This design comes from an exercise in tuning for small area, a short achievable clock period and few clock cycles on the open sky130 flow, not from production work.
Where RTL was checked, it was by simulation tests only, not by an equivalence proof against the original.
Power figures rest on the tool's default switching activity, not on a simulated workload.

==> 09-23: inputs <==
## seq_mult
module seq_mult #(parameter n = 32)
				(input start, rst, clk,
				input [n-1:0] a, b,
				output valid,
				output [2*n-1:0] result);
clock: 5.0 ns
lec_check: 0
abc_area: 1
cap_margin: 20
core_margin: 2
core_utilization: 40
setup_slack_margin: 1.3
slew_margin: 20
synth_hierarchical: 1
standard.sh (not shown) runs the stock make flow with config.mk's settings and CLKGATE_MAP_FILE= SYNTH_SCRIPT=/design/flow/synth_recipe.tcl, a recipe that flattens the netlist after the stock synthesis.
==> flow/flow/run.sh <==
#!/bin/bash
# The standard layout, with the port buffers made of buf_1 cells
# instead of the default clkdlybuf4s50_1. The make output goes to make.log.
set -euo pipefail
bash standard.sh "BUFFER_PORTS_ARGS=-buffer_cell sky130_fd_sc_hd__buf_1" finish > make.log 2>&1
==> inputs of 02-12, as changes to 09-23 <==
--- a/flow/design.v
+++ b/flow/design.v
@@ -172,62 +172,53 @@
 	reg [31:0] breg;
 	reg [32:0] hs, hc;
 	reg [7:0] sl, cl;
 	reg [23:0] l;
 	reg        lb, ngd;
 	reg [1:0]  p01;
 	reg [1:0]  cnt;
 	reg        run, pend, vld;
-	reg        ldr;                 
-	wire       ld = ldr;
+	function [15:0] sel;
+		input [7:0] x;
+		input y;
+		integer k;
+		reg [8:0] xy;
+		reg x1, x0, p;
+		begin
+			xy = {x, y};
+			for (k = 0; k < 4; k = k + 1) begin
+				x1 = xy[2*k+2];
+				x0 = xy[2*k+1];
+				p  = xy[2*k];
+				sel[k]       = ~x1 & (x0 ^ p);
+				sel[4+k]   = ~x1 & x0 & p;
+				sel[8+k] = x1 & (x0 ^ p);
+				sel[12+k] = x1 & ~x0 & ~p;
+			end
+		end
+	endfunction
+	wire       ld = ~run;
 	wire [31:0] bm = ld ? b : breg;
-	wire [8:0] xsel = {ld ? a[9:2] : l[7:0], lb & ~ld};
+	wire [15:0] seli = sel(ld ? a[9:2] : l[7:0], lb & ~ld);
 	wire [32:0] hsi = ld ? {1'b1, 2'b00, b[31:2] & {30{a[0]}}} : hs;
 	wire [32:0] hci = ld ? {2'b00, b[31:1] & {31{a[1]}}} : hc;
 	wire       c2i = ld & a[0] & a[1] & b[0] & b[1];
 	wire [7:0] sli = sl & {8{run}};
 	wire [7:0] cli = cl & {8{run}};
 	wire       ngdi = ngd & run;
-	wire [32:0] pb1 = {1'b0, bm};
-	wire [32:0] pb2 = {bm, 1'b0};
-	wire [3:0] p1l, p2l, n1l, n2l, p1h, p2h, n1h, n2h;
-	wire [3:0] ng = n1l | n2l;
-	booth_enc u_enc0l (.x1(xsel[2]), .x0(xsel[1]), .p(xsel[0]),
-		.p1(p1l[0]), .p2(p2l[0]), .n1(n1l[0]), .n2(n2l[0]));
-	booth_enc u_enc0h (.x1(xsel[2]), .x0(xsel[1]), .p(xsel[0]),
-		.p1(p1h[0]), .p2(p2h[0]), .n1(n1h[0]), .n2(n2h[0]));
-	wire [33:0] pp0;
-	assign pp0[33] = ~ng[0];
-	assign pp0[16:0] = ({17{p1l[0]}} & pb1[16:0]) | ({17{p2l[0]}} & pb2[16:0]) | ({17{n1l[0]}} & ~pb1[16:0]) | ({17{n2l[0]}} & ~pb2[16:0]);
-	assign pp0[32:17] = ({16{p1h[0]}} & pb1[32:17]) | ({16{p2h[0]}} & pb2[32:17]) | ({16{n1h[0]}} & ~pb1[32:17]) | ({16{n2h[0]}} & ~pb2[32:17]);
-	booth_enc u_enc1l (.x1(xsel[4]), .x0(xsel[3]), .p(xsel[2]),
-		.p1(p1l[1]), .p2(p2l[1]), .n1(n1l[1]), .n2(n2l[1]));
-	booth_enc u_enc1h (.x1(xsel[4]), .x0(xsel[3]), .p(xsel[2]),
-		.p1(p1h[1]), .p2(p2h[1]), .n1(n1h[1]), .n2(n2h[1]));
-	wire [33:0] pp1;
-	assign pp1[33] = ~ng[1];
-	assign pp1[16:0] = ({17{p1l[1]}} & pb1[16:0]) | ({17{p2l[1]}} & pb2[16:0]) | ({17{n1l[1]}} & ~pb1[16:0]) | ({17{n2l[1]}} & ~pb2[16:0]);
-	assign pp1[32:17] = ({16{p1h[1]}} & pb1[32:17]) | ({16{p2h[1]}} & pb2[32:17]) | ({16{n1h[1]}} & ~pb1[32:17]) | ({16{n2h[1]}} & ~pb2[32:17]);
-	booth_enc u_enc2l (.x1(xsel[6]), .x0(xsel[5]), .p(xsel[4]),
-		.p1(p1l[2]), .p2(p2l[2]), .n1(n1l[2]), .n2(n2l[2]));
-	booth_enc u_enc2h (.x1(xsel[6]), .x0(xsel[5]), .p(xsel[4]),
-		.p1(p1h[2]), .p2(p2h[2]), .n1(n1h[2]), .n2(n2h[2]));
-	wire [33:0] pp2;
-	assign pp2[33] = ~ng[2];
-	assign pp2[16:0] = ({17{p1l[2]}} & pb1[16:0]) | ({17{p2l[2]}} & pb2[16:0]) | ({17{n1l[2]}} & ~pb1[16:0]) | ({17{n2l[2]}} & ~pb2[16:0]);
-	assign pp2[32:17] = ({16{p1h[2]}} & pb1[32:17]) | ({16{p2h[2]}} & pb2[32:17]) | ({16{n1h[2]}} & ~pb1[32:17]) | ({16{n2h[2]}} & ~pb2[32:17]);
-	booth_enc u_enc3l (.x1(xsel[8]), .x0(xsel[7]), .p(xsel[6]),
-		.p1(p1l[3]), .p2(p2l[3]), .n1(n1l[3]), .n2(n2l[3]));
-	booth_enc u_enc3h (.x1(xsel[8]), .x0(xsel[7]), .p(xsel[6]),
-		.p1(p1h[3]), .p2(p2h[3]), .n1(n1h[3]), .n2(n2h[3]));
-	wire [33:0] pp3;
-	assign pp3[33] = ~ng[3];
-	assign pp3[16:0] = ({17{p1l[3]}} & pb1[16:0]) | ({17{p2l[3]}} & pb2[16:0]) | ({17{n1l[3]}} & ~pb1[16:0]) | ({17{n2l[3]}} & ~pb2[16:0]);
-	assign pp3[32:17] = ({16{p1h[3]}} & pb1[32:17]) | ({16{p2h[3]}} & pb2[32:17]) | ({16{n1h[3]}} & ~pb1[32:17]) | ({16{n2h[3]}} & ~pb2[32:17]);
+	wire [3:0] p1 = seli[3:0];
+	wire [3:0] p2 = seli[7:4];
+	wire [3:0] n1 = seli[11:8];
+	wire [3:0] n2 = seli[15:12];
+	wire [3:0] ng = n1 | n2;
+	wire [33:0] pp0 = {~ng[0], ({33{p1[0]}} & {1'b0, bm}) | ({33{p2[0]}} & {bm, 1'b0}) | ({33{n1[0]}} & ~{1'b0, bm}) | ({33{n2[0]}} & ~{bm, 1'b0})};
+	wire [33:0] pp1 = {~ng[1], ({33{p1[1]}} & {1'b0, bm}) | ({33{p2[1]}} & {bm, 1'b0}) | ({33{n1[1]}} & ~{1'b0, bm}) | ({33{n2[1]}} & ~{bm, 1'b0})};
+	wire [33:0] pp2 = {~ng[2], ({33{p1[2]}} & {1'b0, bm}) | ({33{p2[2]}} & {bm, 1'b0}) | ({33{n1[2]}} & ~{1'b0, bm}) | ({33{n2[2]}} & ~{bm, 1'b0})};
+	wire [33:0] pp3 = {~ng[3], ({33{p1[3]}} & {1'b0, bm}) | ({33{p2[3]}} & {bm, 1'b0}) | ({33{n1[3]}} & ~{1'b0, bm}) | ({33{n2[3]}} & ~{bm, 1'b0})};
 	wire s1, c2;
 	wire s3, c4;
 	wire s5, c6;
 	wire s7, c8;
 	wire s9, c10;
 	wire s11, c12;
 	wire s13, c14;
 	wire s15, c16;
@@ -523,33 +514,30 @@
 		end else begin
 			lb   <= l[7];
 			l    <= {low[7:0], l[23:8]};
 		end
 	end
 	always @(posedge clk) begin
 		if (rst) begin
 			run  <= 1'b0;
-			ldr  <= 1'b1;
 			pend <= 1'b0;
 			vld  <= 1'b0;
 		end else begin
 			vld <= 1'b0;
 			if (!run) begin
 				if (start | pend) begin
 					run  <= 1'b1;
-					ldr  <= 1'b0;
 					pend <= 1'b0;
 					cnt  <= 2'd0;
 				end
 			end else begin
 				cnt <= cnt + 1'b1;
 				if (cnt == 2'd2) begin
 					run  <= 1'b0;
-					ldr  <= 1'b1;
 					pend <= start;
 					vld  <= ~start;
 				end
 			end
 		end
 	end
 	wire [37:0] hsum = {hs[29:0], sl} + {hc[29:0], cl};
 	assign valid  = vld;
@@ -558,14 +546,8 @@
 module csa_fa (input a, b, c, output s, co);
 	assign s  = a ^ b ^ c;
 	assign co = (a & b) | (a & c) | (b & c);
 endmodule
 module csa_ha (input a, b, output s, co);
 	assign s  = a ^ b;
 	assign co = a & b;
 endmodule
-module booth_enc (input x1, x0, p, output p1, p2, n1, n2);
-	assign p1 = ~x1 & (x0 ^ p);
-	assign p2 = ~x1 & x0 & p;
-	assign n1 = x1 & (x0 ^ p);
-	assign n2 = x1 & ~x0 & ~p;
-endmodule
ABC_AREA = unset   (was 1)
==> inputs of 07-03, as changes to 09-23 <==
--- a/flow/design.v
+++ b/flow/design.v
@@ -172,62 +172,53 @@
 	reg [31:0] breg;
 	reg [32:0] hs, hc;
 	reg [7:0] sl, cl;
 	reg [23:0] l;
 	reg        lb, ngd;
 	reg [1:0]  p01;
 	reg [1:0]  cnt;
 	reg        run, pend, vld;
-	reg        ldr;                 
-	wire       ld = ldr;
+	function [15:0] sel;
+		input [7:0] x;
+		input y;
+		integer k;
+		reg [8:0] xy;
+		reg x1, x0, p;
+		begin
+			xy = {x, y};
+			for (k = 0; k < 4; k = k + 1) begin
+				x1 = xy[2*k+2];
+				x0 = xy[2*k+1];
+				p  = xy[2*k];
+				sel[k]       = ~x1 & (x0 ^ p);
+				sel[4+k]   = ~x1 & x0 & p;
+				sel[8+k] = x1 & (x0 ^ p);
+				sel[12+k] = x1 & ~x0 & ~p;
+			end
+		end
+	endfunction
+	wire       ld = ~run;
 	wire [31:0] bm = ld ? b : breg;
-	wire [8:0] xsel = {ld ? a[9:2] : l[7:0], lb & ~ld};
+	wire [15:0] seli = sel(ld ? a[9:2] : l[7:0], lb & ~ld);
 	wire [32:0] hsi = ld ? {1'b1, 2'b00, b[31:2] & {30{a[0]}}} : hs;
 	wire [32:0] hci = ld ? {2'b00, b[31:1] & {31{a[1]}}} : hc;
 	wire       c2i = ld & a[0] & a[1] & b[0] & b[1];
 	wire [7:0] sli = sl & {8{run}};
 	wire [7:0] cli = cl & {8{run}};
 	wire       ngdi = ngd & run;
-	wire [32:0] pb1 = {1'b0, bm};
-	wire [32:0] pb2 = {bm, 1'b0};
-	wire [3:0] p1l, p2l, n1l, n2l, p1h, p2h, n1h, n2h;
-	wire [3:0] ng = n1l | n2l;
-	booth_enc u_enc0l (.x1(xsel[2]), .x0(xsel[1]), .p(xsel[0]),
-		.p1(p1l[0]), .p2(p2l[0]), .n1(n1l[0]), .n2(n2l[0]));
-	booth_enc u_enc0h (.x1(xsel[2]), .x0(xsel[1]), .p(xsel[0]),
-		.p1(p1h[0]), .p2(p2h[0]), .n1(n1h[0]), .n2(n2h[0]));
-	wire [33:0] pp0;
-	assign pp0[33] = ~ng[0];
-	assign pp0[16:0] = ({17{p1l[0]}} & pb1[16:0]) | ({17{p2l[0]}} & pb2[16:0]) | ({17{n1l[0]}} & ~pb1[16:0]) | ({17{n2l[0]}} & ~pb2[16:0]);
-	assign pp0[32:17] = ({16{p1h[0]}} & pb1[32:17]) | ({16{p2h[0]}} & pb2[32:17]) | ({16{n1h[0]}} & ~pb1[32:17]) | ({16{n2h[0]}} & ~pb2[32:17]);
-	booth_enc u_enc1l (.x1(xsel[4]), .x0(xsel[3]), .p(xsel[2]),
-		.p1(p1l[1]), .p2(p2l[1]), .n1(n1l[1]), .n2(n2l[1]));
-	booth_enc u_enc1h (.x1(xsel[4]), .x0(xsel[3]), .p(xsel[2]),
-		.p1(p1h[1]), .p2(p2h[1]), .n1(n1h[1]), .n2(n2h[1]));
-	wire [33:0] pp1;
-	assign pp1[33] = ~ng[1];
-	assign pp1[16:0] = ({17{p1l[1]}} & pb1[16:0]) | ({17{p2l[1]}} & pb2[16:0]) | ({17{n1l[1]}} & ~pb1[16:0]) | ({17{n2l[1]}} & ~pb2[16:0]);
-	assign pp1[32:17] = ({16{p1h[1]}} & pb1[32:17]) | ({16{p2h[1]}} & pb2[32:17]) | ({16{n1h[1]}} & ~pb1[32:17]) | ({16{n2h[1]}} & ~pb2[32:17]);
-	booth_enc u_enc2l (.x1(xsel[6]), .x0(xsel[5]), .p(xsel[4]),
-		.p1(p1l[2]), .p2(p2l[2]), .n1(n1l[2]), .n2(n2l[2]));
-	booth_enc u_enc2h (.x1(xsel[6]), .x0(xsel[5]), .p(xsel[4]),
-		.p1(p1h[2]), .p2(p2h[2]), .n1(n1h[2]), .n2(n2h[2]));
-	wire [33:0] pp2;
-	assign pp2[33] = ~ng[2];
-	assign pp2[16:0] = ({17{p1l[2]}} & pb1[16:0]) | ({17{p2l[2]}} & pb2[16:0]) | ({17{n1l[2]}} & ~pb1[16:0]) | ({17{n2l[2]}} & ~pb2[16:0]);
-	assign pp2[32:17] = ({16{p1h[2]}} & pb1[32:17]) | ({16{p2h[2]}} & pb2[32:17]) | ({16{n1h[2]}} & ~pb1[32:17]) | ({16{n2h[2]}} & ~pb2[32:17]);
-	booth_enc u_enc3l (.x1(xsel[8]), .x0(xsel[7]), .p(xsel[6]),
-		.p1(p1l[3]), .p2(p2l[3]), .n1(n1l[3]), .n2(n2l[3]));
-	booth_enc u_enc3h (.x1(xsel[8]), .x0(xsel[7]), .p(xsel[6]),
-		.p1(p1h[3]), .p2(p2h[3]), .n1(n1h[3]), .n2(n2h[3]));
-	wire [33:0] pp3;
-	assign pp3[33] = ~ng[3];
-	assign pp3[16:0] = ({17{p1l[3]}} & pb1[16:0]) | ({17{p2l[3]}} & pb2[16:0]) | ({17{n1l[3]}} & ~pb1[16:0]) | ({17{n2l[3]}} & ~pb2[16:0]);
-	assign pp3[32:17] = ({16{p1h[3]}} & pb1[32:17]) | ({16{p2h[3]}} & pb2[32:17]) | ({16{n1h[3]}} & ~pb1[32:17]) | ({16{n2h[3]}} & ~pb2[32:17]);
+	wire [3:0] p1 = seli[3:0];
+	wire [3:0] p2 = seli[7:4];
+	wire [3:0] n1 = seli[11:8];
+	wire [3:0] n2 = seli[15:12];
+	wire [3:0] ng = n1 | n2;
+	wire [33:0] pp0 = {~ng[0], ({33{p1[0]}} & {1'b0, bm}) | ({33{p2[0]}} & {bm, 1'b0}) | ({33{n1[0]}} & ~{1'b0, bm}) | ({33{n2[0]}} & ~{bm, 1'b0})};
+	wire [33:0] pp1 = {~ng[1], ({33{p1[1]}} & {1'b0, bm}) | ({33{p2[1]}} & {bm, 1'b0}) | ({33{n1[1]}} & ~{1'b0, bm}) | ({33{n2[1]}} & ~{bm, 1'b0})};
+	wire [33:0] pp2 = {~ng[2], ({33{p1[2]}} & {1'b0, bm}) | ({33{p2[2]}} & {bm, 1'b0}) | ({33{n1[2]}} & ~{1'b0, bm}) | ({33{n2[2]}} & ~{bm, 1'b0})};
+	wire [33:0] pp3 = {~ng[3], ({33{p1[3]}} & {1'b0, bm}) | ({33{p2[3]}} & {bm, 1'b0}) | ({33{n1[3]}} & ~{1'b0, bm}) | ({33{n2[3]}} & ~{bm, 1'b0})};
 	wire s1, c2;
 	wire s3, c4;
 	wire s5, c6;
 	wire s7, c8;
 	wire s9, c10;
 	wire s11, c12;
 	wire s13, c14;
 	wire s15, c16;
@@ -523,33 +514,30 @@
 		end else begin
 			lb   <= l[7];
 			l    <= {low[7:0], l[23:8]};
 		end
 	end
 	always @(posedge clk) begin
 		if (rst) begin
 			run  <= 1'b0;
-			ldr  <= 1'b1;
 			pend <= 1'b0;
 			vld  <= 1'b0;
 		end else begin
 			vld <= 1'b0;
 			if (!run) begin
 				if (start | pend) begin
 					run  <= 1'b1;
-					ldr  <= 1'b0;
 					pend <= 1'b0;
 					cnt  <= 2'd0;
 				end
 			end else begin
 				cnt <= cnt + 1'b1;
 				if (cnt == 2'd2) begin
 					run  <= 1'b0;
-					ldr  <= 1'b1;
 					pend <= start;
 					vld  <= ~start;
 				end
 			end
 		end
 	end
 	wire [37:0] hsum = {hs[29:0], sl} + {hc[29:0], cl};
 	assign valid  = vld;
@@ -558,14 +546,8 @@
 module csa_fa (input a, b, c, output s, co);
 	assign s  = a ^ b ^ c;
 	assign co = (a & b) | (a & c) | (b & c);
 endmodule
 module csa_ha (input a, b, output s, co);
 	assign s  = a ^ b;
 	assign co = a & b;
 endmodule
-module booth_enc (input x1, x0, p, output p1, p2, n1, n2);
-	assign p1 = ~x1 & (x0 ^ p);
-	assign p2 = ~x1 & x0 & p;
-	assign n1 = x1 & (x0 ^ p);
-	assign n2 = x1 & ~x0 & ~p;
-endmodule
CORE_UTILIZATION = 55   (was 40)
==> summary of the runs <==
Core utilization, lowest first: 09-23, 02-12, 07-03.
Of 07-03 and 02-12, 07-03 has the higher wire length (gap about 12%, measured against 02-12).
The lowest global-route usage belongs to 02-12, the highest to 07-03.
Of 02-12 and 09-23, 09-23 has the higher via count (gap about 20%, measured against 09-23).
The highest critical path depth belongs to 02-12, the lowest to 07-03.
Between 09-23 and 07-03, the lower flip-flop and latch count is in 07-03 (gap 1).
Final cell count, highest first: 09-23, 07-03, 02-12.
==> figures <==
Clock share of power: 07-03 0.126; 02-12 0.116; 09-23 0.134
Flop+latch power: 07-03 1.97 mW; 02-12 2.03 mW; 09-23 1.99 mW
Number of stages on the worst setup path: 07-03 10; 02-12 13; 09-23 11
Most prevalent standard cell on the critical path: 07-03 sky130_fd_sc_hd__fa_1; 02-12 -; 09-23 sky130_fd_sc_hd__fa_1
Largest net degree at the start of global routing: 07-03 70; 02-12 85; 09-23 114
Die Ht: 07-03 162 um; 02-12 185 um; 09-23 192 um
Cell at the slowest stage of the critical path: 07-03 sky130_fd_sc_hd__fa_1; 02-12 sky130_fd_sc_hd__o41ai_4; 09-23 sky130_fd_sc_hd__fa_1
Capturing instance or port of the critical path: 07-03 hc[16]$_DFF_P_; 02-12 result[62]; 09-23 hc[8]$_DFF_P_
Average footprint of a synthesized cell: 07-03 6.85 um2; 02-12 9.56 um2; 09-23 6.86 um2
Sink count of the clock tree: 07-03 145; 02-12 145; 09-23 146
Number of signal-net inverters in the final layout: 07-03 199; 02-12 51; 09-23 219
Outcome: 07-03 complete, no violations; 02-12 complete, no violations; 09-23 complete, no violations
Worst path required time: 07-03 5.31 ns; 02-12 4.00 ns; 09-23 5.33 ns
Power of the combinational group: 07-03 6.75 mW; 02-12 7.93 mW; 09-23 6.77 mW
Minimum hold slack: 07-03 0.457 ns; 02-12 0.462 ns; 09-23 0.458 ns
Met1 layer usage reported by global route: 07-03 0.505; 02-12 0.334; 09-23 0.355
Testbench counts of 02-12, summed over its fixed seeds: cycles 8,000.
Testbench counts of 07-03, summed over its fixed seeds: cycles 8,000.
No functional check of the RTL was part of 09-23.

## separate check: timing with driven ports
The flow's constraints put no driver on any port. The routed layouts listed below were extracted and timed again, unchanged, in two steps. Step 1 assumes that a clkbuf_16 drives the clock port and a buf_2 every other input. Step 2 also shifts input and output timing later by t, the mid clock arrival at the registers, as if the neighbouring blocks saw the same clock. Three values: ideal, step 1, step 2; two values: the first two.
run | t, ns | setup slack, ns | worst hold slack (ns) | worst setup path at the end | slew at the worst register clock pin (ns)
09-23 | 0.490 | 1.423 / 1.436 / 0.955 | 0.458 / 0.458 / 0.458 | input to register | 0.08 / 0.08
02-12 | 0.481 | 0.850 / 0.799 / 0.960 | 0.462 / 0.462 / 0.462 | input to register | 0.08 / 0.08
07-03 | 0.481 | 1.407 / 1.395 / 1.025 | 0.457 / 0.457 / 0.457 | input to register | 0.07 / 0.07
After both steps setup and hold are still met in every run listed. For 09-23, which loses most, drivers alone change the setup slack by +0.013 ns; drivers and shift together by -0.468 ns.
